This is an optimization exercise on Yosys and OpenROAD, whose aim is small area and few clock cycles, not a production implementation. In this exercise RTL edits were held to simulation tests only and were not proved equivalent to the original. Power figures rest on the tool's default switching activity, not on a simulated workload.

### design/flow/config.mk
export PLATFORM = sky130hd
export DESIGN_NAME = krnl_vadd_rtl
export DESIGN_NICKNAME = krnl_vadd_rtl
export VERILOG_FILES = /design/flow/design.v
export SDC_FILE = /design/flow/constraint.sdc
export NUM_CORES = 4
export LEC_CHECK = 0
export CAP_MARGIN = 20
export CORE_MARGIN = 2
export CORE_UTILIZATION = 60
export CTS_BUF_LIST = sky130_fd_sc_hd__clkbuf_16
export CTS_CLUSTER_DIAMETER = 100
export CTS_CLUSTER_SIZE = 28
export PLACE_DENSITY = 0.75
export SLEW_MARGIN = 20
### design/flow/constraint.sdc
create_clock -name core_clock -period 8.0 [get_ports {ap_clk}]
set_input_delay 1.6000 -clock core_clock [delete_from_list [all_inputs] [get_ports {ap_clk}]]
set_output_delay 1.6000 -clock core_clock [all_outputs]
set_load 0.01 [all_outputs]
### design/flow/design.v
`default_nettype none
module krnl_vadd_rtl_incr #(
  parameter integer W   = 16,
  parameter bit     DEC = 1'b0
)
(
  input  wire [W-1:0] a,
  output wire [W-1:0] y
);
logic [W-1:0] c;     
always_comb begin
  c[0] = 1'b1;
  for (int i = 1; i < W; i++) c[i] = c[i-1] & (a[i-1] ^ DEC);
end
assign y = a ^ c;
endmodule
`default_nettype wire
`default_nettype none
module krnl_vadd_rtl_incr_blk #(
  parameter integer W = 46,
  parameter integer B = 8
)
(
  input  wire [W-1:0] a,
  input  wire         cin,
  output logic [W-1:0] y
);
localparam integer NB = (W + B - 1) / B;
logic [NB:0]   bc;       
logic [NB-1:0] ones;     
logic          c;
always_comb begin
  for (int k = 0; k < NB; k++) begin
    ones[k] = 1'b1;
    for (int i = k * B; i < (k + 1) * B && i < W; i++) ones[k] = ones[k] & a[i];
  end
  bc[0] = cin;
  for (int k = 0; k < NB; k++) bc[k+1] = bc[k] & ones[k];
  for (int k = 0; k < NB; k++) begin
    c = bc[k];
    for (int i = k * B; i < (k + 1) * B && i < W; i++) begin
      y[i] = a[i] ^ c;
      c    = c & a[i];
    end
  end
end
endmodule
`default_nettype wire
`default_nettype none
module krnl_vadd_rtl_adder #(
  parameter integer W = 32
)
(
  input  wire [W-1:0] a,
  input  wire [W-1:0] b,
  input  wire         cin,
  output wire [W-1:0] s,
  output wire         cout
);
logic [W-1:0] p;     
logic [W-1:0] gp;    
logic [W-1:0] pp;    
always_comb begin
  p  = a ^ b;
  gp = a & b;
  pp = p;
  gp[0] = gp[0] | (p[0] & cin);
  for (int d = 1; d < W; d = d * 2) begin
    for (int i = 2 * d - 1; i < W; i = i + 2 * d) begin
      gp[i] = gp[i] | (pp[i] & gp[i - d]);
      pp[i] = pp[i] & pp[i - d];
    end
  end
  for (int d = 1 << $clog2(W); d >= 1; d = d / 2) begin
    for (int i = 3 * d - 1; i < W; i = i + 2 * d) begin
      gp[i] = gp[i] | (pp[i] & gp[i - d]);
      pp[i] = pp[i] & pp[i - d];
    end
  end
end
generate
  if (W > 1) begin : g_wide
    assign s = p ^ {gp[W-2:0], cin};
  end
  else begin : g_bit
    assign s = p ^ cin;
  end
endgenerate
assign cout = gp[W-1];
endmodule
`default_nettype wire
`default_nettype none
`timescale 1ns/1ps
module krnl_vadd_rtl_control_s_axi
#(parameter
    C_S_AXI_ADDR_WIDTH = 6,
    C_S_AXI_DATA_WIDTH = 32
)(
    input  wire                          ACLK,
    input  wire                          ARESET,
    input  wire [C_S_AXI_ADDR_WIDTH-1:0] AWADDR,
    input  wire                          AWVALID,
    output wire                          AWREADY,
    input  wire [C_S_AXI_DATA_WIDTH-1:0] WDATA,
    input  wire [C_S_AXI_DATA_WIDTH/8-1:0] WSTRB,
    input  wire                          WVALID,
    output wire                          WREADY,
    output wire [1:0]                    BRESP,
    output wire                          BVALID,
    input  wire                          BREADY,
    input  wire [C_S_AXI_ADDR_WIDTH-1:0] ARADDR,
    input  wire                          ARVALID,
    output wire                          ARREADY,
    output reg  [C_S_AXI_DATA_WIDTH-1:0] RDATA,
    output wire [1:0]                    RRESP,
    output wire                          RVALID,
    input  wire                          RREADY,
    output wire                          ap_start_pulse,
    output wire                          ap_start,
    input  wire                          ap_done,
    output wire [63:0]                   a,
    output wire [63:0]                   b,
    output wire [63:0]                   c,
    output wire [31:0]                   length_r
);
localparam
    ADDR_AP_CTRL         = 6'h00,
    ADDR_GIE             = 6'h04,
    ADDR_IER             = 6'h08,
    ADDR_ISR             = 6'h0c,
    ADDR_A_DATA_0        = 6'h10,
    ADDR_A_DATA_1        = 6'h14,
    ADDR_B_DATA_0        = 6'h1c,
    ADDR_B_DATA_1        = 6'h20,
    ADDR_C_DATA_0        = 6'h28,
    ADDR_C_DATA_1        = 6'h2c,
    ADDR_LENGTH_R_DATA_0 = 6'h34;
reg         bvalid;
reg         rvalid;
reg  [3:0]  raddr;          
reg  [1:0]  st;             
reg         int_ap_start;
reg         int_ap_done;
reg         int_auto_restart;
reg         int_gie;
reg  [1:0]  int_ier;
reg  [1:0]  int_isr;
reg  [63:0] int_a;
reg  [63:0] int_b;
reg  [63:0] int_c;
reg  [31:0] int_length_r;
wire        wr    = AWVALID & WVALID & ~bvalid & ~ARESET;
wire        ar_hs = ARVALID & ~rvalid & ~ARESET;
wire [31:0] wdat  = WDATA & {32{~ARESET}};
wire        wr0   = wr & WSTRB[0];
assign AWREADY = wr;
assign WREADY  = wr;
assign BRESP   = 2'b00;
assign BVALID  = bvalid;
assign ARREADY = ~rvalid & ~ARESET;
assign RRESP   = 2'b00;
assign RVALID  = rvalid;
assign ap_start = int_ap_start;
assign a        = int_a;
assign b        = int_b;
assign c        = int_c;
assign length_r = int_length_r;
assign ap_start_pulse = wr0 & (AWADDR == ADDR_AP_CTRL) & WDATA[0] & ~int_ap_start;
always @(posedge ACLK) begin
    if (ARESET)
        bvalid <= 1'b0;
    else if (wr)
        bvalid <= 1'b1;
    else if (BREADY)
        bvalid <= 1'b0;
end
always @(posedge ACLK) begin
    if (ARESET)
        rvalid <= 1'b0;
    else if (ar_hs)
        rvalid <= 1'b1;
    else if (RREADY)
        rvalid <= 1'b0;
end
always @(posedge ACLK) begin
    if (ar_hs) begin
        raddr <= (ARADDR[1:0] == 2'b00) ? ARADDR[5:2] : 4'h6;
        st    <= {int_ap_done | ap_done, ap_done ? int_auto_restart : int_ap_start};
    end
end
always @(*) begin
    case (raddr)
        ADDR_AP_CTRL[5:2]:         RDATA = {24'd0, int_auto_restart, 4'd0, ~st[0], st};
        ADDR_GIE[5:2]:             RDATA = {31'd0, int_gie};
        ADDR_IER[5:2]:             RDATA = {30'd0, int_ier};
        ADDR_ISR[5:2]:             RDATA = {30'd0, int_isr};
        ADDR_A_DATA_0[5:2]:        RDATA = int_a[31:0];
        ADDR_A_DATA_1[5:2]:        RDATA = int_a[63:32];
        ADDR_B_DATA_0[5:2]:        RDATA = int_b[31:0];
        ADDR_B_DATA_1[5:2]:        RDATA = int_b[63:32];
        ADDR_C_DATA_0[5:2]:        RDATA = int_c[31:0];
        ADDR_C_DATA_1[5:2]:        RDATA = int_c[63:32];
        ADDR_LENGTH_R_DATA_0[5:2]: RDATA = int_length_r;
        default:                   RDATA = 32'd0;
    endcase
end
always @(posedge ACLK) begin
    if (ARESET)
        int_ap_start <= 1'b0;
    else if (ap_start_pulse)
        int_ap_start <= 1'b1;
    else if (ap_done)
        int_ap_start <= int_auto_restart;
end
always @(posedge ACLK) begin
    if (ARESET)
        int_ap_done <= 1'b0;
    else if (ar_hs && ARADDR == ADDR_AP_CTRL)
        int_ap_done <= 1'b0;
    else if (ap_done)
        int_ap_done <= 1'b1;
end
always @(posedge ACLK) begin
    if (ARESET)
        int_auto_restart <= 1'b0;
    else if (wr0 && AWADDR == ADDR_AP_CTRL)
        int_auto_restart <= WDATA[7];
end
always @(posedge ACLK) begin
    if (ARESET)
        int_gie <= 1'b0;
    else if (wr0 && AWADDR == ADDR_GIE)
        int_gie <= WDATA[0];
end
always @(posedge ACLK) begin
    if (ARESET)
        int_ier <= 2'b0;
    else if (wr0 && AWADDR == ADDR_IER)
        int_ier <= WDATA[1:0];
end
always @(posedge ACLK) begin
    if (ARESET)
        int_isr <= 2'b0;
    else if (ap_done)
        int_isr <= int_isr | int_ier;
    else if (wr0 && AWADDR == ADDR_ISR)
        int_isr <= int_isr ^ WDATA[1:0];
end
function automatic [3:0] be(input [5:0] addr);
    be = {4{ARESET}} | ({4{wr && AWADDR == addr}} & WSTRB);
endfunction
wire [3:0] be_a0 = be(ADDR_A_DATA_0);
wire [3:0] be_a1 = be(ADDR_A_DATA_1);
wire [3:0] be_b0 = be(ADDR_B_DATA_0);
wire [3:0] be_b1 = be(ADDR_B_DATA_1);
wire [3:0] be_c0 = be(ADDR_C_DATA_0);
wire [3:0] be_c1 = be(ADDR_C_DATA_1);
wire [3:0] be_l  = be(ADDR_LENGTH_R_DATA_0);
genvar k;
generate
for (k = 0; k < 4; k = k + 1) begin : g_byte
    always @(posedge ACLK) begin
        if (be_a0[k]) int_a[8*k +: 8]        <= wdat[8*k +: 8];
        if (be_a1[k]) int_a[32 + 8*k +: 8]   <= wdat[8*k +: 8];
        if (be_b0[k]) int_b[8*k +: 8]        <= wdat[8*k +: 8];
        if (be_b1[k]) int_b[32 + 8*k +: 8]   <= wdat[8*k +: 8];
        if (be_c0[k]) int_c[8*k +: 8]        <= wdat[8*k +: 8];
        if (be_c1[k]) int_c[32 + 8*k +: 8]   <= wdat[8*k +: 8];
        if (be_l[k])  int_length_r[8*k +: 8] <= wdat[8*k +: 8];
    end
end
endgenerate
endmodule
`default_nettype wire
`default_nettype none
`timescale 1 ns / 1 ps 
module krnl_vadd_rtl_int #( 
  parameter integer  C_S_AXI_CONTROL_DATA_WIDTH = 32,
  parameter integer  C_S_AXI_CONTROL_ADDR_WIDTH = 6,
  parameter integer  C_M_AXI_GMEM_ID_WIDTH = 1,
  parameter integer  C_M_AXI_GMEM_ADDR_WIDTH = 64,
  parameter integer  C_M_AXI_GMEM_DATA_WIDTH = 32
)
(
  input  wire  ap_clk,
  input  wire  ap_rst_n,
  output wire                                 m_axi_gmem_AWVALID,
  input  wire                                 m_axi_gmem_AWREADY,
  output wire [C_M_AXI_GMEM_ADDR_WIDTH-1:0]   m_axi_gmem_AWADDR,
  output wire [C_M_AXI_GMEM_ID_WIDTH - 1:0]   m_axi_gmem_AWID,
  output wire [7:0]                           m_axi_gmem_AWLEN,
  output wire [2:0]                           m_axi_gmem_AWSIZE,
  output wire [1:0]                           m_axi_gmem_AWBURST,
  output wire [1:0]                           m_axi_gmem_AWLOCK,
  output wire [3:0]                           m_axi_gmem_AWCACHE,
  output wire [2:0]                           m_axi_gmem_AWPROT,
  output wire [3:0]                           m_axi_gmem_AWQOS,
  output wire [3:0]                           m_axi_gmem_AWREGION,
  output wire                                 m_axi_gmem_WVALID,
  input  wire                                 m_axi_gmem_WREADY,
  output wire [C_M_AXI_GMEM_DATA_WIDTH-1:0]   m_axi_gmem_WDATA,
  output wire [C_M_AXI_GMEM_DATA_WIDTH/8-1:0] m_axi_gmem_WSTRB,
  output wire                                 m_axi_gmem_WLAST,
  output wire                                 m_axi_gmem_ARVALID,
  input  wire                                 m_axi_gmem_ARREADY,
  output wire [C_M_AXI_GMEM_ADDR_WIDTH-1:0]   m_axi_gmem_ARADDR,
  output wire [C_M_AXI_GMEM_ID_WIDTH-1:0]     m_axi_gmem_ARID,
  output wire [7:0]                           m_axi_gmem_ARLEN,
  output wire [2:0]                           m_axi_gmem_ARSIZE,
  output wire [1:0]                           m_axi_gmem_ARBURST,
  output wire [1:0]                           m_axi_gmem_ARLOCK,
  output wire [3:0]                           m_axi_gmem_ARCACHE,
  output wire [2:0]                           m_axi_gmem_ARPROT,
  output wire [3:0]                           m_axi_gmem_ARQOS,
  output wire [3:0]                           m_axi_gmem_ARREGION,
  input  wire                                 m_axi_gmem_RVALID,
  output wire                                 m_axi_gmem_RREADY,
  input  wire [C_M_AXI_GMEM_DATA_WIDTH - 1:0] m_axi_gmem_RDATA,
  input  wire                                 m_axi_gmem_RLAST,
  input  wire [C_M_AXI_GMEM_ID_WIDTH - 1:0]   m_axi_gmem_RID,
  input  wire [1:0]                           m_axi_gmem_RRESP,
  input  wire                                 m_axi_gmem_BVALID,
  output wire                                 m_axi_gmem_BREADY,
  input  wire [1:0]                           m_axi_gmem_BRESP,
  input  wire [C_M_AXI_GMEM_ID_WIDTH - 1:0]   m_axi_gmem_BID,
  input  wire                                    s_axi_control_AWVALID,
  output wire                                    s_axi_control_AWREADY,
  input  wire [C_S_AXI_CONTROL_ADDR_WIDTH-1:0]   s_axi_control_AWADDR,
  input  wire                                    s_axi_control_WVALID,
  output wire                                    s_axi_control_WREADY,
  input  wire [C_S_AXI_CONTROL_DATA_WIDTH-1:0]   s_axi_control_WDATA,
  input  wire [C_S_AXI_CONTROL_DATA_WIDTH/8-1:0] s_axi_control_WSTRB,
  input  wire                                    s_axi_control_ARVALID,
  output wire                                    s_axi_control_ARREADY,
  input  wire [C_S_AXI_CONTROL_ADDR_WIDTH-1:0]   s_axi_control_ARADDR,
  output wire                                    s_axi_control_RVALID,
  input  wire                                    s_axi_control_RREADY,
  output wire [C_S_AXI_CONTROL_DATA_WIDTH-1:0]   s_axi_control_RDATA,
  output wire [1:0]                              s_axi_control_RRESP,
  output wire                                    s_axi_control_BVALID,
  input  wire                                    s_axi_control_BREADY,
  output wire [1:0]                              s_axi_control_BRESP 
);
localparam integer LP_LOG_BURST = 1;
localparam integer LP_BURST     = 1 << LP_LOG_BURST;
localparam integer LP_BI_W      = (LP_LOG_BURST > 0) ? LP_LOG_BURST : 1;
logic        areset;
logic        ap_start_pulse;
logic        ap_start;
logic        ap_done;
logic        running;
logic [63:0] a;
logic [63:0] b;
logic [63:0] c;
logic [31:0] length_r;
logic [15:0] lm1;
assign m_axi_gmem_AWID     = {C_M_AXI_GMEM_ID_WIDTH{1'b0}};
assign m_axi_gmem_AWSIZE   = 3'd2;
assign m_axi_gmem_AWBURST  = 2'b01;
assign m_axi_gmem_AWLOCK   = 2'b00;
assign m_axi_gmem_AWCACHE  = 4'b0011;
assign m_axi_gmem_AWPROT   = 3'b000;
assign m_axi_gmem_AWQOS    = 4'b0000;
assign m_axi_gmem_AWREGION = 4'b0000;
assign m_axi_gmem_ARID     = {C_M_AXI_GMEM_ID_WIDTH{1'b0}};
assign m_axi_gmem_ARSIZE   = 3'd2;
assign m_axi_gmem_ARBURST  = 2'b01;
assign m_axi_gmem_ARLOCK   = 2'b00;
assign m_axi_gmem_ARCACHE  = 4'b0011;
assign m_axi_gmem_ARPROT   = 3'b000;
assign m_axi_gmem_ARQOS    = 4'b0000;
assign m_axi_gmem_ARREGION = 4'b0000;
assign m_axi_gmem_WSTRB    = {C_M_AXI_GMEM_DATA_WIDTH/8{1'b1}};
assign m_axi_gmem_BREADY   = 1'b1;
assign areset = ~ap_rst_n;
krnl_vadd_rtl_control_s_axi #(
  .C_S_AXI_ADDR_WIDTH( C_S_AXI_CONTROL_ADDR_WIDTH ),
  .C_S_AXI_DATA_WIDTH( C_S_AXI_CONTROL_DATA_WIDTH )
)
inst_krnl_vadd_control_s_axi (
  .ACLK           ( ap_clk                ),
  .ARESET         ( areset                ),
  .AWADDR         ( s_axi_control_AWADDR  ),
  .AWVALID        ( s_axi_control_AWVALID ),
  .AWREADY        ( s_axi_control_AWREADY ),
  .WDATA          ( s_axi_control_WDATA   ),
  .WSTRB          ( s_axi_control_WSTRB   ),
  .WVALID         ( s_axi_control_WVALID  ),
  .WREADY         ( s_axi_control_WREADY  ),
  .BRESP          ( s_axi_control_BRESP   ),
  .BVALID         ( s_axi_control_BVALID  ),
  .BREADY         ( s_axi_control_BREADY  ),
  .ARADDR         ( s_axi_control_ARADDR  ),
  .ARVALID        ( s_axi_control_ARVALID ),
  .ARREADY        ( s_axi_control_ARREADY ),
  .RDATA          ( s_axi_control_RDATA   ),
  .RRESP          ( s_axi_control_RRESP   ),
  .RVALID         ( s_axi_control_RVALID  ),
  .RREADY         ( s_axi_control_RREADY  ),
  .ap_start_pulse ( ap_start_pulse        ),
  .ap_start       ( ap_start              ),
  .ap_done        ( ap_done               ),
  .a              ( a                     ),
  .b              ( b                     ),
  .c              ( c                     ),
  .length_r       ( length_r              )
);
krnl_vadd_rtl_incr #(.W(16), .DEC(1'b1)) inst_lm1 (.a(length_r[15:0]), .y(lm1));
assign running = ap_start;
logic [15:1] ar_off;      
logic [15:1] ar_off_inc;
logic        ar_sel;      
logic        ar_done;
logic        ar_last;
logic        arxfer;
assign ar_last = (ar_off[15:1] == lm1[15:1]);
assign m_axi_gmem_ARVALID = running & ~ar_done;
logic        ar_sel_n;
logic [63:0] ar_base;
logic [17:3] ar_lo;
logic        ar_lo_c;
logic [63:18] ar_hi;
assign ar_base = {ar_sel_n ? a[63:18] : b[63:18], ar_sel ? b[17:0] : a[17:0]};
krnl_vadd_rtl_adder #(.W(15)) inst_ar_lo_add (
  .a(ar_base[17:3]), .b(ar_off), .cin(1'b0), .s(ar_lo), .cout(ar_lo_c)
);
krnl_vadd_rtl_incr_blk #(.W(46), .B(8)) inst_ar_hi_inc (
  .a(ar_base[63:18]), .cin(ar_lo_c), .y(ar_hi)
);
assign m_axi_gmem_ARADDR  = {ar_hi, ar_lo, ar_base[2:0]};
assign m_axi_gmem_ARLEN   = {7'd0, ~ar_last | lm1[0]};
assign arxfer = m_axi_gmem_ARVALID & m_axi_gmem_ARREADY;
krnl_vadd_rtl_incr #(.W(15)) inst_ar_off_inc (.a(ar_off), .y(ar_off_inc));
always @(posedge ap_clk) begin
  if (ap_start_pulse) begin
    ar_off  <= 15'd0;
    ar_sel   <= 1'b0;
    ar_sel_n <= 1'b1;
    ar_done  <= 1'b0;
  end
  else if (arxfer) begin
    ar_sel   <= ~ar_sel;
    ar_sel_n <= ar_sel;
    if (ar_sel) begin
      ar_off  <= ar_off_inc;
      ar_done <= ar_last;
    end
  end
end
logic                               r_phase;    
logic [LP_BI_W-1:0]                 r_beat;
logic [C_M_AXI_GMEM_DATA_WIDTH-1:0] abuf [LP_BURST];
logic                               rxfer;
logic                               w_valid;
logic [C_M_AXI_GMEM_DATA_WIDTH-1:0] w_data;
assign m_axi_gmem_RREADY = ~r_phase | ~w_valid | m_axi_gmem_WREADY;
assign rxfer = m_axi_gmem_RVALID & m_axi_gmem_RREADY;
always @(posedge ap_clk) begin
  if (ap_start_pulse) begin
    r_phase <= 1'b0;
    r_beat  <= '0;
  end
  else if (rxfer) begin
    if (m_axi_gmem_RLAST) begin
      r_phase <= ~r_phase;
      r_beat  <= '0;
    end
    else begin
      r_beat  <= r_beat + 1'b1;
    end
  end
end
always @(posedge ap_clk) begin
  if (rxfer & ~r_phase) abuf[r_beat] <= m_axi_gmem_RDATA;
end
always @(posedge ap_clk) begin
  if (areset)
    w_valid <= 1'b0;
  else if (rxfer & r_phase)
    w_valid <= 1'b1;
  else if (m_axi_gmem_WREADY)
    w_valid <= 1'b0;
end
logic [C_M_AXI_GMEM_DATA_WIDTH-1:0] sum;
krnl_vadd_rtl_adder #(.W(C_M_AXI_GMEM_DATA_WIDTH)) inst_adder (
  .a(abuf[r_beat]), .b(m_axi_gmem_RDATA), .cin(1'b0), .s(sum), .cout()
);
always @(posedge ap_clk) begin
  if (rxfer & r_phase) w_data <= sum;
end
assign m_axi_gmem_WVALID = w_valid;
assign m_axi_gmem_WDATA  = w_data;
logic [15:0] w_cnt;
logic [15:0] w_cnt_inc;
krnl_vadd_rtl_incr #(.W(16)) inst_w_cnt_inc (.a(w_cnt), .y(w_cnt_inc));
assign m_axi_gmem_WLAST = (&w_cnt[7:0]) | (w_cnt == lm1);
always @(posedge ap_clk) begin
  if (ap_start_pulse)
    w_cnt <= 16'd0;
  else if (m_axi_gmem_WVALID & m_axi_gmem_WREADY)
    w_cnt <= w_cnt_inc;
end
logic [7:0] b_cnt;
logic [7:0] b_cnt_inc;
logic       aw_sent;
logic       b_last;
logic [17:10] aw_mid;
logic         aw_mid_c;
logic [63:18] aw_hi;
krnl_vadd_rtl_incr #(.W(8)) inst_b_cnt_inc (.a(b_cnt), .y(b_cnt_inc));
krnl_vadd_rtl_adder #(.W(8)) inst_aw_mid_add (
  .a(c[17:10]), .b(b_cnt), .cin(1'b0), .s(aw_mid), .cout(aw_mid_c)
);
krnl_vadd_rtl_incr_blk #(.W(46), .B(16)) inst_aw_hi_inc (
  .a(c[63:18]), .cin(aw_mid_c), .y(aw_hi)
);
assign b_last = (b_cnt == lm1[15:8]);
assign m_axi_gmem_AWVALID = running & ~aw_sent;
assign m_axi_gmem_AWADDR  = {aw_hi, aw_mid, c[9:0]};
assign m_axi_gmem_AWLEN   = b_last ? lm1[7:0] : 8'hff;
assign ap_done = running & m_axi_gmem_BVALID & b_last;
always @(posedge ap_clk) begin
  if (ap_start_pulse) begin
    b_cnt   <= 8'd0;
    aw_sent <= 1'b0;
  end
  else begin
    if (m_axi_gmem_AWVALID & m_axi_gmem_AWREADY)
      aw_sent <= 1'b1;
    else if (m_axi_gmem_BVALID & ~b_last)
      aw_sent <= 1'b0;
    if (m_axi_gmem_BVALID)
      b_cnt <= b_cnt_inc;
  end
end
endmodule
`default_nettype wire
`default_nettype none
`timescale 1 ns / 1 ps 
module krnl_vadd_rtl #( 
  parameter integer  C_S_AXI_CONTROL_DATA_WIDTH = 32,
  parameter integer  C_S_AXI_CONTROL_ADDR_WIDTH = 6,
  parameter integer  C_M_AXI_GMEM_ID_WIDTH = 1,
  parameter integer  C_M_AXI_GMEM_ADDR_WIDTH = 64,
  parameter integer  C_M_AXI_GMEM_DATA_WIDTH = 32
)
(
  input  wire  ap_clk,
  input  wire  ap_rst_n,
  output wire                                 m_axi_gmem_AWVALID,
  input  wire                                 m_axi_gmem_AWREADY,
  output wire [C_M_AXI_GMEM_ADDR_WIDTH-1:0]   m_axi_gmem_AWADDR,
  output wire [C_M_AXI_GMEM_ID_WIDTH - 1:0]   m_axi_gmem_AWID,
  output wire [7:0]                           m_axi_gmem_AWLEN,
  output wire [2:0]                           m_axi_gmem_AWSIZE,
  output wire [1:0]                           m_axi_gmem_AWBURST,
  output wire [1:0]                           m_axi_gmem_AWLOCK,
  output wire [3:0]                           m_axi_gmem_AWCACHE,
  output wire [2:0]                           m_axi_gmem_AWPROT,
  output wire [3:0]                           m_axi_gmem_AWQOS,
  output wire [3:0]                           m_axi_gmem_AWREGION,
  output wire                                 m_axi_gmem_WVALID,
  input  wire                                 m_axi_gmem_WREADY,
  output wire [C_M_AXI_GMEM_DATA_WIDTH-1:0]   m_axi_gmem_WDATA,
  output wire [C_M_AXI_GMEM_DATA_WIDTH/8-1:0] m_axi_gmem_WSTRB,
  output wire                                 m_axi_gmem_WLAST,
  output wire                                 m_axi_gmem_ARVALID,
  input  wire                                 m_axi_gmem_ARREADY,
  output wire [C_M_AXI_GMEM_ADDR_WIDTH-1:0]   m_axi_gmem_ARADDR,
  output wire [C_M_AXI_GMEM_ID_WIDTH-1:0]     m_axi_gmem_ARID,
  output wire [7:0]                           m_axi_gmem_ARLEN,
  output wire [2:0]                           m_axi_gmem_ARSIZE,
  output wire [1:0]                           m_axi_gmem_ARBURST,
  output wire [1:0]                           m_axi_gmem_ARLOCK,
  output wire [3:0]                           m_axi_gmem_ARCACHE,
  output wire [2:0]                           m_axi_gmem_ARPROT,
  output wire [3:0]                           m_axi_gmem_ARQOS,
  output wire [3:0]                           m_axi_gmem_ARREGION,
  input  wire                                 m_axi_gmem_RVALID,
  output wire                                 m_axi_gmem_RREADY,
  input  wire [C_M_AXI_GMEM_DATA_WIDTH - 1:0] m_axi_gmem_RDATA,
  input  wire                                 m_axi_gmem_RLAST,
  input  wire [C_M_AXI_GMEM_ID_WIDTH - 1:0]   m_axi_gmem_RID,
  input  wire [1:0]                           m_axi_gmem_RRESP,
  input  wire                                 m_axi_gmem_BVALID,
  output wire                                 m_axi_gmem_BREADY,
  input  wire [1:0]                           m_axi_gmem_BRESP,
  input  wire [C_M_AXI_GMEM_ID_WIDTH - 1:0]   m_axi_gmem_BID,
  input  wire                                    s_axi_control_AWVALID,
  output wire                                    s_axi_control_AWREADY,
  input  wire [C_S_AXI_CONTROL_ADDR_WIDTH-1:0]   s_axi_control_AWADDR,
  input  wire                                    s_axi_control_WVALID,
  output wire                                    s_axi_control_WREADY,
  input  wire [C_S_AXI_CONTROL_DATA_WIDTH-1:0]   s_axi_control_WDATA,
  input  wire [C_S_AXI_CONTROL_DATA_WIDTH/8-1:0] s_axi_control_WSTRB,
  input  wire                                    s_axi_control_ARVALID,
  output wire                                    s_axi_control_ARREADY,
  input  wire [C_S_AXI_CONTROL_ADDR_WIDTH-1:0]   s_axi_control_ARADDR,
  output wire                                    s_axi_control_RVALID,
  input  wire                                    s_axi_control_RREADY,
  output wire [C_S_AXI_CONTROL_DATA_WIDTH-1:0]   s_axi_control_RDATA,
  output wire [1:0]                              s_axi_control_RRESP,
  output wire                                    s_axi_control_BVALID,
  input  wire                                    s_axi_control_BREADY,
  output wire [1:0]                              s_axi_control_BRESP 
);
krnl_vadd_rtl_int #(
  .C_S_AXI_CONTROL_DATA_WIDTH  ( C_S_AXI_CONTROL_DATA_WIDTH ),
  .C_S_AXI_CONTROL_ADDR_WIDTH  ( C_S_AXI_CONTROL_ADDR_WIDTH ),
  .C_M_AXI_GMEM_ID_WIDTH       ( C_M_AXI_GMEM_ID_WIDTH ),
  .C_M_AXI_GMEM_ADDR_WIDTH     ( C_M_AXI_GMEM_ADDR_WIDTH ),
  .C_M_AXI_GMEM_DATA_WIDTH     ( C_M_AXI_GMEM_DATA_WIDTH )
)
inst_krnl_vadd_rtl_int (
  .ap_clk                 ( ap_clk ),
  .ap_rst_n               ( ap_rst_n ),
  .m_axi_gmem_AWVALID     ( m_axi_gmem_AWVALID ),
  .m_axi_gmem_AWREADY     ( m_axi_gmem_AWREADY ),
  .m_axi_gmem_AWADDR      ( m_axi_gmem_AWADDR ),
  .m_axi_gmem_AWID        ( m_axi_gmem_AWID ),
  .m_axi_gmem_AWLEN       ( m_axi_gmem_AWLEN ),
  .m_axi_gmem_AWSIZE      ( m_axi_gmem_AWSIZE ),
  .m_axi_gmem_AWBURST     ( m_axi_gmem_AWBURST ),
  .m_axi_gmem_AWLOCK      ( m_axi_gmem_AWLOCK ),
  .m_axi_gmem_AWCACHE     ( m_axi_gmem_AWCACHE ),
  .m_axi_gmem_AWPROT      ( m_axi_gmem_AWPROT ),
  .m_axi_gmem_AWQOS       ( m_axi_gmem_AWQOS ),
  .m_axi_gmem_AWREGION    ( m_axi_gmem_AWREGION ),
  .m_axi_gmem_WVALID      ( m_axi_gmem_WVALID ),
  .m_axi_gmem_WREADY      ( m_axi_gmem_WREADY ),
  .m_axi_gmem_WDATA       ( m_axi_gmem_WDATA ),
  .m_axi_gmem_WSTRB       ( m_axi_gmem_WSTRB ),
  .m_axi_gmem_WLAST       ( m_axi_gmem_WLAST ),
  .m_axi_gmem_ARVALID     ( m_axi_gmem_ARVALID ),
  .m_axi_gmem_ARREADY     ( m_axi_gmem_ARREADY ),
  .m_axi_gmem_ARADDR      ( m_axi_gmem_ARADDR ),
  .m_axi_gmem_ARID        ( m_axi_gmem_ARID ),
  .m_axi_gmem_ARLEN       ( m_axi_gmem_ARLEN ),
  .m_axi_gmem_ARSIZE      ( m_axi_gmem_ARSIZE ),
  .m_axi_gmem_ARBURST     ( m_axi_gmem_ARBURST ),
  .m_axi_gmem_ARLOCK      ( m_axi_gmem_ARLOCK ),
  .m_axi_gmem_ARCACHE     ( m_axi_gmem_ARCACHE ),
  .m_axi_gmem_ARPROT      ( m_axi_gmem_ARPROT ),
  .m_axi_gmem_ARQOS       ( m_axi_gmem_ARQOS ),
  .m_axi_gmem_ARREGION    ( m_axi_gmem_ARREGION ),
  .m_axi_gmem_RVALID      ( m_axi_gmem_RVALID ),
  .m_axi_gmem_RREADY      ( m_axi_gmem_RREADY ),
  .m_axi_gmem_RDATA       ( m_axi_gmem_RDATA ),
  .m_axi_gmem_RLAST       ( m_axi_gmem_RLAST ),
  .m_axi_gmem_RID         ( m_axi_gmem_RID ),
  .m_axi_gmem_RRESP       ( m_axi_gmem_RRESP ),
  .m_axi_gmem_BVALID      ( m_axi_gmem_BVALID ),
  .m_axi_gmem_BREADY      ( m_axi_gmem_BREADY ),
  .m_axi_gmem_BRESP       ( m_axi_gmem_BRESP ),
  .m_axi_gmem_BID         ( m_axi_gmem_BID ),
  .s_axi_control_AWVALID  ( s_axi_control_AWVALID ),
  .s_axi_control_AWREADY  ( s_axi_control_AWREADY ),
  .s_axi_control_AWADDR   ( s_axi_control_AWADDR ),
  .s_axi_control_WVALID   ( s_axi_control_WVALID ),
  .s_axi_control_WREADY   ( s_axi_control_WREADY ),
  .s_axi_control_WDATA    ( s_axi_control_WDATA ),
  .s_axi_control_WSTRB    ( s_axi_control_WSTRB ),
  .s_axi_control_ARVALID  ( s_axi_control_ARVALID ),
  .s_axi_control_ARREADY  ( s_axi_control_ARREADY ),
  .s_axi_control_ARADDR   ( s_axi_control_ARADDR ),
  .s_axi_control_RVALID   ( s_axi_control_RVALID ),
  .s_axi_control_RREADY   ( s_axi_control_RREADY ),
  .s_axi_control_RDATA    ( s_axi_control_RDATA ),
  .s_axi_control_RRESP    ( s_axi_control_RRESP ),
  .s_axi_control_BVALID   ( s_axi_control_BVALID ),
  .s_axi_control_BREADY   ( s_axi_control_BREADY ),
  .s_axi_control_BRESP    ( s_axi_control_BRESP )
);
endmodule
`default_nettype wire
### design/flow/flow/run.sh
#!/bin/bash
# Standard layout, with the smallest buffer on every input and output port
# instead of the default port buffer cell, and one tie cell per constant
# value instead of one per constant output.
set -euo pipefail
export BUFFER_PORTS_ARGS="-buffer_cell sky130_fd_sc_hd__buf_1"
export SKIP_REPAIR_TIE_FANOUT=1
bash standard.sh BUFFER_PORTS_ARGS="$BUFFER_PORTS_ARGS" SKIP_REPAIR_TIE_FANOUT=1 finish > standard_flow.log 2>&1
### design/flow/standard.sh
#!/bin/bash
# synth_recipe.tcl (not shown) runs the flow's synth.tcl, then flattens the netlist and writes it again
# the make line also repeats each setting of config.mk as NAME=value (left out here)
make -C /OpenROAD-flow-scripts/flow DESIGN_CONFIG=/design/flow/config.mk WORK_HOME=/design/flow/orfs CLKGATE_MAP_FILE= SYNTH_SCRIPT=/design/flow/synth_recipe.tcl "${@:-finish}"
==> results of run 1 <==
sequential cells by signal, indices dropped and copies added, names as in the netlist, named ones only:
| signal | flops |
|---|---|
| inst_krnl_vadd_rtl_int.w_cnt | 16 |
| inst_krnl_vadd_rtl_int.r_phase | 1 |
| inst_krnl_vadd_rtl_int.inst_krnl_vadd_control_s_axi.rvalid | 1 |
| inst_krnl_vadd_rtl_int.w_valid | 1 |
| inst_krnl_vadd_rtl_int.ar_sel_n | 1 |
| inst_krnl_vadd_rtl_int.ar_done | 1 |
| inst_krnl_vadd_rtl_int.inst_krnl_vadd_control_s_axi.int_ier | 2 |
| inst_krnl_vadd_rtl_int.inst_krnl_vadd_control_s_axi.int_a | 64 |
| inst_krnl_vadd_rtl_int.w_data | 32 |
| inst_krnl_vadd_rtl_int.ar_sel | 1 |
| inst_krnl_vadd_rtl_int.ar_off | 15 |
| inst_krnl_vadd_rtl_int.aw_sent | 1 |
| inst_krnl_vadd_rtl_int.inst_krnl_vadd_control_s_axi.int_gie | 1 |
| inst_krnl_vadd_rtl_int.inst_krnl_vadd_control_s_axi.st | 2 |
| inst_krnl_vadd_rtl_int.r_beat | 1 |
| inst_krnl_vadd_rtl_int.inst_krnl_vadd_control_s_axi.raddr | 4 |
| inst_krnl_vadd_rtl_int.inst_krnl_vadd_control_s_axi.int_c | 64 |
| inst_krnl_vadd_rtl_int.inst_krnl_vadd_control_s_axi.int_isr | 2 |
| inst_krnl_vadd_rtl_int.abuf | 64 |
| inst_krnl_vadd_rtl_int.b_cnt | 8 |
| inst_krnl_vadd_rtl_int.inst_krnl_vadd_control_s_axi.bvalid | 1 |
| inst_krnl_vadd_rtl_int.inst_krnl_vadd_control_s_axi.int_b | 64 |
power groups by stage:
stage	registers, mW	clock network [mW]	logic [mW]
2_1_floorplan	2.52	0	0.577
3_3_place_gp	2.54	0	0.803
3_5_place_dp	2.55	0	0.823
4_1_cts	2.51	1.02	0.832
5_1_grt	2.53	1.08	0.925
6_report	2.51	0.993	0.827
per-layer routing:
| metal | up-vias | global-route usage [%] | wire, um |
|---|---|---|---|
| met1 | 6445 | 37.0 | 19600 |
| li1 | 6122 | - | - |
| met5 | - | 0 | 9 |
| met3 | 92 | 6.41 | 5070 |
| met4 | 2 | 10.2 | 1860 |
| met2 | 663 | 46.7 | 23700 |
layout make-up:
cell class,count,share of cell area [%]
sequential,383,50.7
multi-input combinational,986,37.7
timing repair buffer,322,5.94
tap,442,2.57
clock buffer,17,1.97
inverter,43,0.749
clock inverter,13,0.273
antenna,4,0.0464
logic make-up (layout without fill, tap and decap cells):
family	count (synthesis)	count (layout)	share of synthesized area (%)
buffers and inverters	175	395	4.82
AO/OA/AOI/OAI	206	206	7.35
flip-flops	383	383	54.7
adder cells (fa/ha/maj)	207	207	14.0
other	2	6	0.0376
XOR/XNOR	81	81	3.59
multiplexers	111	111	6.10
AND/OR/NAND/NOR	379	379	9.41
tightest hold or removal path: cells and delay by family, from the launching register on:
family,cells,cell delay (ps)
simple gates,1,50
compound gates,1,60
flops,1,330
final timing paths:
check / from / end / slack [ps]
max reg2reg: flop / flop / 2410
min: flop / flop / 490
max: inst_krnl_vadd_rtl_int.ar_sel / m_axi_gmem_ARADDR[63] / 360
min reg2reg: flop / flop / 490
Yosys cell counts (27+ instances only):
master    count
xnor2_1      27
a22oi_1      61
dfxtp_1      57
nand2_1     145
nor2_1       38
xor2_1       53
buf_4        79
ha_1        179
clkbuf_1     42
edfxtp_1    326
inv_1        43
fa_1         28
and2_1       37
nand3_1      50
a21oi_1      48
a222oi_1     30
mux2_2       85
stage by stage:
stage | std cells | cell area, um^2 | setup WS, ps | utilization, %
after floorplan | 1544 | 20000 | 1480 | -
after global placement | 2176 | 21100 | 1110 | 64.4
after detailed placement | 2176 | 21100 | 952 | 64.4
after CTS | 2206 | 21500 | 373 | 65.9
after global routing | 2209 | 21600 | 117 | 65.9
final | 2210 | 21600 | 364 | 65.9
==> results_dict.tcl, run 1 <==
set metrics [dict create \
    max_slew_margin_pct 40.0 \
    synthTopCellsByArea "edfxtp_1 49%, ha_1 11%, dfxtp_1 5.7%" \
    clk_latency_ps 530 \
    ff_latch_area_um2 10900 \
    hold_slack_ps 487 \
    cp_max_fo 17 \
    clk_pin_slew_worst_paths_ps 120 \
    crit_path_top_delay_cell "nor4b_2" \
    yosysUniqueCellTypes 58 \
    syn_nets 1850 \
    leakagePower_nw 8.27 \
    rows 66 \
    avgViaCountPerCell 6.03 \
    fin_setup_tns_ps 0 \
    drv_slew 0 \
    clock-root-buffer "clkbuf_16" \
    syn_avg_cell_area_um2 12.9 \
    synth-async-reset-ratio_pct 0 \
    nets 2059 \
    drcViolationCount 0 \
    fillers 2506 \
    yosys.area.top_type "edfxtp_1" \
    numCtsBuffers 17 \
    syn-instance-count 1544 \
    dr.pass1.iters 7 \
    totalWireLength_um 50200 \
    outcome "finished clean" \
    cts_buffer_depth 3 \
    multi_input_area_um2 8130 \
    peakVddDrop_uv 228 \
    initial_core_util_pct 61.1 \
    htreeDepth 1 \
    min_delay_path_depth 2 \
    io_pins 372 \
    crit_family "adder cells" \
    layout_common_cells "326 x edfxtp_1, 302 x buf_1, 179 x ha_1, 145 x nand2_1, 85 x mux2_2" \
    synth_top_area_share_pct 49.0 \
    coreArea_um2 32700 \
    postCtsResizedCells 0 \
    period_needed_ps 7640 \
    seq_area_frac_synth_pct 54.7 \
    p_comb_share_pct 19.1 \
    cts_setup_buffers 0 \
    cap_violations 0 \
    die_h_um 187 \
    dp_hpwl_um 37400 \
    io_buffers 303 \
    grt_overflow 0 \
    cts_tree "yes" \
    hold_viol_final 0 \
    p_switching_mw 1.23 \
    antenna_found_initial 5 \
    endpoint_kind "primary output" \
    crit_arrival_ps 6040 \
    vias 13300 \
    crit_chain "buf_4 -> mux2_2 -> ha_1 -> nor2b_1 -> o31a_1 -> o21ai_0 -> a31oi_1 -> nand3_1 -> nand2_1 -> fa_1 -> nand3_1 -> a221oi_2 -> o21a_1 -> nor4b_2 -> and2_1 -> ha_1 -> ha_1 -> ha_1 -> ha_1 -> ha_1 -> xnor2_1 -> buf_1" \
    wl_per_cell_um 22.7 \
    cpMostUsedCell "ha_1" \
    hp-class "reg -> reg" \
    grt_pass1_wl_um 76200 \
    rsz0062_at_grt "no" \
    tightest_slew_ps 896 \
    r2r_cells 21 \
    criticalPathCategory "reg -> out" \
    switching_share_pct 28.4 \
    fin_worst_skew_ps 20.0 \
    slowest_delay_ps 490 \
    first_iter_violations 1311 \
    clkPwrFrac_pct 22.9 \
    synth_edf_count 326 \
    min_period_over_period_pct 95.4 \
    crit_cells 22 \
    synth_area_um2 20000 \
    worstSetupStartpointType "flop" \
    power.total_mw 4.33 \
    cts_hold_buf 0 \
    ant_nets 0 \
    required_ps 6400 \
    power.density_nw_per_um2 201 \
    yosys_register_bits 383 \
    die-area_um2 34800 \
    yosysWarnings 11 \
    drive_gt1_share_pct 7.99 \
    setup_viol 0 \
    track_usage_pct 28.3 \
    gp_congestion 0.916 \
    intPower_mw 3.10 \
    cp_num_buf_inv 2 \
    grt_pass1_vias 13200 \
    fmax_mhz 131 \
    clkSinkCount 383 \
    sequentialPowerShare_pct 58.0 \
    area_delta_synth_final_pct 7.83 \
    die_x_um 187 \
    mostFrequentLayoutCell "edfxtp_1" \
    synth_top_flop_cell "edfxtp_1" \
    grt_max_degree 74 \
]
Testbench counts, summed over its fixed seeds: cycles 57,712.
==> run 2: changes to the inputs <==
--- a/design/flow/config.mk
+++ b/design/flow/config.mk
@@ -10,6 +10,6 @@
 export CORE_UTILIZATION = 60
 export CTS_BUF_LIST = sky130_fd_sc_hd__clkbuf_16
 export CTS_CLUSTER_DIAMETER = 100
-export CTS_CLUSTER_SIZE = 28
+export CTS_CLUSTER_SIZE = 30
 export PLACE_DENSITY = 0.75
 export SLEW_MARGIN = 20
==> results_dict.tcl, run 2 <==
set metrics [dict create \
    outcome "finished clean" \
    yosys.area.top_type "edfxtp_1" \
    htreeDepth 1 \
    cap_violations 0 \
    synthTopCellsByArea "edfxtp_1 49%, ha_1 11%, dfxtp_1 5.7%" \
    track_usage_pct 28.2 \
    totalWireLength_um 50000 \
    clock-root-buffer "clkbuf_16" \
    power.density_nw_per_um2 200 \
    grt_overflow 0 \
    synth_compound_gate_area_share_pct 7.35 \
    multi_input_area_um2 8130 \
    fillers 2528 \
    hold_slack_ps 486 \
    drcViolationCount 0 \
    die_x_um 187 \
    startpoint "inst_krnl_vadd_rtl_int.ar_sel" \
    nets 2058 \
    yosysWarnings 11 \
    cts_buffer_depth 3 \
    layout_common_cells "326 x edfxtp_1, 302 x buf_1, 179 x ha_1, 145 x nand2_1, 85 x mux2_2" \
    area_delta_synth_final_pct 7.71 \
    crit_chain "buf_4 -> mux2_2 -> ha_1 -> nor2b_1 -> o31a_1 -> o21ai_0 -> a31oi_1 -> nand3_1 -> nand2_1 -> fa_1 -> nand3_1 -> a221oi_2 -> o21a_1 -> nor4b_2 -> and2_1 -> ha_1 -> ha_1 -> ha_1 -> ha_1 -> ha_1 -> xnor2_1 -> buf_1" \
    cts_setup_buffers 0 \
    cpMostUsedCell "ha_1" \
    synth_top_family_by_area "adder cells" \
    syn_nets 1850 \
    synth-adder-area-share_pct 14.0 \
    io_buffers 303 \
    min_period_over_period_pct 95.1 \
    fin_setup_tns_ps 0 \
    coreArea_um2 32700 \
    synth_edf_count 326 \
    grt_max_degree 74 \
    hp-class "reg -> reg" \
    min_from "inst_krnl_vadd_rtl_int.aw_sent" \
    yosys_register_bits 383 \
    dr.pass1.iters 7 \
    clk_latency_ps 540 \
    syn_avg_cell_area_um2 12.9 \
    synth-async-reset-ratio_pct 0 \
    clk_pin_slew_worst_paths_ps 120 \
    crit_path_top_delay_cell "nor4b_2" \
    fmax_mhz 131 \
    ff_latch_area_um2 10900 \
    fin_worst_skew_ps 18.2 \
    io_pins 372 \
    postCtsResizedCells 0 \
    max_slew_margin_pct 39.9 \
    die-area_um2 34800 \
    endpoint_kind "primary output" \
    seq_area_frac_synth_pct 54.7 \
    ys_top_cells_by_count "326 x edfxtp_1, 179 x ha_1, 145 x nand2_1" \
    tightest_slew_ps 901 \
    required_ps 6400 \
    numCtsBuffers 16 \
    crit_arrival_ps 6010 \
    cts_hold_buf 0 \
    antenna_found_initial 5 \
    ant_nets 0 \
    criticalPathCategory "reg -> out" \
    mostFrequentLayoutCell "edfxtp_1" \
    setup_viol 0 \
    grt_pass1_vias 13200 \
    grt_pass1_wl_um 76000 \
    drv_slew 0 \
    clkSinkCount 383 \
    rows 66 \
    synth_area_um2 20000 \
    synthXorXnorAreaFrac_pct 3.59 \
    rsz0062_at_grt "no" \
    syn-instance-count 1544 \
    hold_viol_final 0 \
    die_h_um 187 \
    peakVddDrop_uv 191 \
    synth_top_area_share_pct 49.0 \
    cts_tree "yes" \
    drive_gt1_share_pct 7.89 \
    initial_core_util_pct 61.1 \
    yosysUniqueCellTypes 58 \
    yosysMostFrequentCell "edfxtp_1" \
    vias 13400 \
    synth_mux_area_share_pct 6.10 \
    dp_hpwl_um 37400 \
    synth_top_flop_cell "edfxtp_1" \
    avgViaCountPerCell 6.07 \
    leakagePower_nw 8.26 \
    wl_per_cell_um 22.6 \
    worstSetupStartpointType "flop" \
    cp_max_fo 17 \
    slowest_delay_ps 470 \
    gp_congestion 0.916 \
    first_iter_violations 1483 \
    period_needed_ps 7610 \
    synthSimpleGateAreaFrac_pct 9.41 \
]
run 2: per-stage QoR:
| stage | std cells | setup slack [ps] | total power, mW | cell area, um^2 | utilization [%] |
|---|---|---|---|---|---|
| final | 2207 | 394 | 4.31 | 21500 | 65.8 |
| after global routing | 2207 | 105 | 4.51 | 21500 | 65.8 |
| after CTS | 2204 | 364 | 4.33 | 21500 | 65.8 |
| after detailed placement | 2176 | 952 | 3.37 | 21100 | 64.4 |
| after global placement | 2176 | 1110 | 3.35 | 21100 | 64.4 |
| after floorplan | 1544 | 1480 | 3.10 | 20000 | - |
run 2: cell families after synthesis:
logic type / Yosys count
muxes: 111
and+or+nand+nor: 379
other: 2
xor gates and xnor gates: 81
DFF: 383
AOI/OAI and AO/OA: 206
adders and majority gates: 207
buffers and inverters: 175
run 2: power by group:
| group | total [mW] | switching (mW) | internal [mW] |
|---|---|---|---|
| sequential | 2.51 | 0.128 | 2.38 |
| clock | 0.978 | 0.600 | 0.377 |
| combinational | 0.825 | 0.508 | 0.317 |
| total | 4.31 | 1.24 | 3.08 |
run 2: path summary, 6_finish.rpt:
kind,cells after the start,slack (ps),to
setup / recovery,22,390,m_axi_gmem_ARADDR[63]
setup reg to reg,21,2400,flop
hold / removal,2,490,inst_krnl_vadd_rtl_int.aw_sent
hold reg to reg,2,490,inst_krnl_vadd_rtl_int.aw_sent
run 2: per-layer routing:
layer	global-route usage [%]	vias up	share of wire [%]
met4	10.5	4	3.8
met3	6.11	93	10
met5	0	-	0.054
li1	-	6125	-
met2	46.2	697	47
met1	37.3	6468	39
run 2: cell type report:
cell class | count | share of cell area [%]
multi-input combinational | 986 | 37.8
antenna | 3 | 0.0349
tap | 442 | 2.57
inverter | 43 | 0.750
sequential | 383 | 50.8
clock buffer | 16 | 1.86
clock inverter | 12 | 0.291
timing repair buffer | 322 | 5.95
run 2: worst max-delay path: cells and delay by family (launching register included):
family | cells | cell delay (ps)
compound gates | 5 | 1310
fa+ha+maj | 7 | 1400
flops | 1 | 440
mux | 1 | 420
buf+inv | 2 | 530
xor+xnor | 1 | 120
simple gates | 6 | 1250
==> run 3: changes to the inputs <==
--- a/design/flow/design.v
+++ b/design/flow/design.v
@@ -427,7 +427,7 @@
 krnl_vadd_rtl_incr_blk #(.W(46), .B(8)) inst_ar_hi_inc (
   .a(ar_base[63:18]), .cin(ar_lo_c), .y(ar_hi)
 );
-assign m_axi_gmem_ARADDR  = {ar_hi, ar_lo, ar_base[2:0]};
+assign m_axi_gmem_ARADDR  = {ar_hi, ar_lo, ar_base[2], 2'b00};
 assign m_axi_gmem_ARLEN   = {7'd0, ~ar_last | lm1[0]};
 assign arxfer = m_axi_gmem_ARVALID & m_axi_gmem_ARREADY;
 krnl_vadd_rtl_incr #(.W(15)) inst_ar_off_inc (.a(ar_off), .y(ar_off_inc));
@@ -516,7 +516,7 @@
 );
 assign b_last = (b_cnt == lm1[15:8]);
 assign m_axi_gmem_AWVALID = running & ~aw_sent;
-assign m_axi_gmem_AWADDR  = {aw_hi, aw_mid, c[9:0]};
+assign m_axi_gmem_AWADDR  = {aw_hi, aw_mid, c[9:2], 2'b00};
 assign m_axi_gmem_AWLEN   = b_last ? lm1[7:0] : 8'hff;
 assign ap_done = running & m_axi_gmem_BVALID & b_last;
 always @(posedge ap_clk) begin
--- a/design/flow/config.mk
+++ b/design/flow/config.mk
@@ -10,6 +10,6 @@
 export CORE_UTILIZATION = 60
 export CTS_BUF_LIST = sky130_fd_sc_hd__clkbuf_16
 export CTS_CLUSTER_DIAMETER = 100
-export CTS_CLUSTER_SIZE = 30
+export CTS_CLUSTER_SIZE = 28
 export PLACE_DENSITY = 0.75
 export SLEW_MARGIN = 20
==> results_dict.tcl, run 3 <==
set metrics [dict create \
    outcome "finished clean" \
    yosys_register_bits 383 \
    hold_viol_final 0 \
    htreeDepth 1 \
    die_h_um 187 \
    r2r_cells 22 \
    rows 66 \
    grt_overflow 0 \
    worst_slack_ps 375 \
    dp_hpwl_um 37700 \
    syn-instance-count 1552 \
    clock-root-buffer "clkbuf_16" \
    power.density_nw_per_um2 201 \
    mostFrequentLayoutCell "edfxtp_1" \
    seq_area_frac_synth_pct 54.5 \
    synth_area_um2 20000 \
    synth_top_area_share_pct 48.8 \
    cts_buffer_depth 3 \
    crit_cells 23 \
    die_x_um 187 \
    hp-class "reg -> reg" \
    drive_gt1_share_pct 8.49 \
    synth_edf_count 326 \
    fin_util_pct 66.1 \
    holdPathEnd "inst_krnl_vadd_rtl_int.ar_done" \
    initial_core_util_pct 61.3 \
    layout_common_cells "326 x edfxtp_1, 298 x buf_1, 179 x ha_1, 150 x nand2_1, 85 x mux2_2" \
    clk_latency_ps 520 \
    yosysWarnings 11 \
    grt_max_degree 74 \
    vias 13500 \
    avgViaCountPerCell 6.12 \
    wl_per_cell_um 23.0 \
    area_delta_synth_final_pct 7.87 \
    criticalPathCategory "reg -> out" \
    cp_num_buf_inv 2 \
    yosys.area.top_type "edfxtp_1" \
    fmax_mhz 131 \
    setup_viol 0 \
    fin_area_um2 21600 \
    worstSetupStartpointType "flop" \
    clk_pin_slew_worst_paths_ps 110 \
    io_buffers 299 \
    max_slew_margin_pct 30.2 \
    power.total_mw 4.36 \
    totalWireLength_um 51000 \
    stdcell_count 2214 \
    endpoint_kind "primary output" \
    antenna_found_initial 3 \
    synth_top_flop_cell "edfxtp_1" \
    dr.pass1.iters 8 \
    numCtsBuffers 17 \
    rsz0062_at_grt "no" \
    place_worst_setup_slack_ps 875 \
    clkSinkCount 383 \
    required_ps 6400 \
    synth-async-reset-ratio_pct 0 \
    gp_congestion 0.931 \
    crit_chain "buf_4 -> mux2_2 -> ha_1 -> nor2b_1 -> o31a_1 -> o21ai_0 -> a31oi_1 -> nand3_1 -> nand2_1 -> fa_1 -> nand3_1 -> a221oi_1 -> o21a_1 -> nor4b_4 -> ha_1 -> ha_1 -> ha_1 -> ha_1 -> ha_1 -> ha_1 -> ha_1 -> xnor2_1 -> buf_1" \
    fin_setup_tns_ps 0 \
    regToRegSetupSlack_ps 2820 \
    coreArea_um2 32700 \
    grt_pass1_wl_um 77500 \
    min_period_over_period_pct 95.3 \
    crit_arrival_ps 6030 \
    fin_worst_skew_ps 13.1 \
    ff_latch_area_um2 10900 \
    cpMostUsedCell "ha_1" \
    ant_nets 0 \
    die-area_um2 34900 \
    track_usage_pct 28.7 \
    tightest_slew_ps 1040 \
    crit_path_top_delay_cell "a221oi_1" \
    cap_violations 0 \
    cts_tree "yes" \
    nets 2063 \
    multi_input_area_um2 8180 \
    place_inst 2180 \
    leakagePower_nw 8.27 \
    dpl_cell_area_um2 21100 \
    grt_pass1_vias 13400 \
    peakVddDrop_uv 181 \
    syn_avg_cell_area_um2 12.9 \
    io_pins 372 \
    cp_max_fo 15 \
    yosysMostFrequentCell "edfxtp_1" \
    min_from "inst_krnl_vadd_rtl_int.ar_done" \
    drv_slew 0 \
    first_iter_violations 1413 \
    cts_hold_buf 0 \
    ys_top_cells_by_count "326 x edfxtp_1, 179 x ha_1, 150 x nand2_1" \
    min_delay_path_depth 2 \
    synthTopCellsByArea "edfxtp_1 49%, ha_1 11%, dfxtp_1 5.7%" \
    hold_slack_ps 491 \
    syn_nets 1858 \
    period_needed_ps 7630 \
    drcViolationCount 0 \
    fillers 2513 \
    yosysUniqueCellTypes 56 \
    crit_family "adder cells" \
    slowest_delay_ps 460 \
]
==> run 3: cells by family (layout without fill, tap and decap cells) <==
group                    count (synthesis)  count (layout)  synth area share [%]
AND/OR/NAND/NOR                        380             380                  9.42
adder cells (fa/ha/maj)                207             207                  14.0
other                                    2               7                0.0375
XOR/XNOR                                81              81                  3.54
buffers and inverters                  176             391                  4.93
AO/OA/AOI/OAI                          221             221                  7.93
flip-flops                             383             383                  54.5
multiplexers                           102             102                  5.63
==> run 3: how the worst max path moves through the flow <==
stage | endpoint | slack [ps] | start
4_1_cts | m_axi_gmem_ARADDR[57] | 240 | inst_krnl_vadd_rtl_int.ar_sel
3_5_place_dp | m_axi_gmem_ARADDR[57] | 880 | inst_krnl_vadd_rtl_int.ar_sel
3_3_place_gp | m_axi_gmem_ARADDR[57] | 1020 | inst_krnl_vadd_rtl_int.ar_sel
2_1_floorplan | m_axi_gmem_ARADDR[57] | 1530 | inst_krnl_vadd_rtl_int.ar_sel
6_report | m_axi_gmem_ARADDR[57] | 370 | inst_krnl_vadd_rtl_int.ar_sel
5_1_grt | m_axi_gmem_ARADDR[57] | 80 | inst_krnl_vadd_rtl_int.ar_sel
==> run 3: area by class of cell <==
cell class | count | share of cell area (%)
Sequential cell | 383 | 50.6
Multi-Input combinational cell | 993 | 37.9
Timing Repair Buffer | 321 | 5.96
Tap cell | 442 | 2.56
Clock buffer | 18 | 2.08
Inverter | 41 | 0.712
Clock inverter | 11 | 0.208
Antenna cell | 5 | 0.0579
==> run 3: worst reg2reg max path, cell delays in order, from the launching register on <==
cell	delay, ps
edfxtp_1	560
inv_1	90
ha_1	200
ha_1	190
ha_1	190
ha_1	190
ha_1	200
ha_1	190
ha_1	200
ha_1	200
ha_1	200
ha_1	210
ha_1	200
ha_1	190
ha_1	200
ha_1	210
xnor2_1	410
xnor2_1	120
nor3_1	210
buf_4	250
a31oi_1	160
a211o_1	330
and3_1	160
==> run 3: what timing repair did <==
item,4_1_cts,5_1_grt
gates resized for setup,0,1
setup buffers,0,0
setup endpoints to repair,0,1
==> run 3: power breakdown <==
group	internal (mW)	leakage, nW	switching [mW]
clock	0.415	0.275	0.594
combinational	0.318	4.43	0.517
sequential	2.38	3.57	0.130
total	3.11	8.27	1.24
==> run 3: per-layer routing <==
metal  part of all wire (%)  wire length [um]  up-vias  GRT usage (%)
met5                      0                 0        -              0
met4                    3.1              1570        0           9.28
met3                     11              5400       88           7.17
met2                     46             23600      714           45.9
met1                     40             20400     6604           38.8
li1                       -                 -     6133              -
Testbench counts of run 3, summed over its fixed seeds: cycles 57,712.

## re-timing with driven ports
The flow's constraints put no driver on any port. The routed layouts listed below were extracted and timed again, unchanged, in two steps. Step 1: set_driving_cell puts a clkbuf_16 on ap_clk and a buf_2 on each other input, an assumption about the parent block. Step 2 moves the port delays by t, midway between the first and last clock arrival at a register: inputs arrive t later, outputs are due t later. That takes back most of the time a late clock gives input paths. a / b / c = ideal / step 1 / step 2; a / b = the first two.
run | t (ns) | setup slack, ns | worst register clock-pin slew, ns
run 1 | 0.569 | 0.364 / 0.315 / 0.884 | 0.12 / 0.12
run 2 | 0.587 | 0.394 / 0.343 / 0.929 | 0.12 / 0.12
run 3 | 0.571 | 0.375 / 0.322 / 0.893 | 0.12 / 0.12
After both steps every run listed still meets setup and hold.
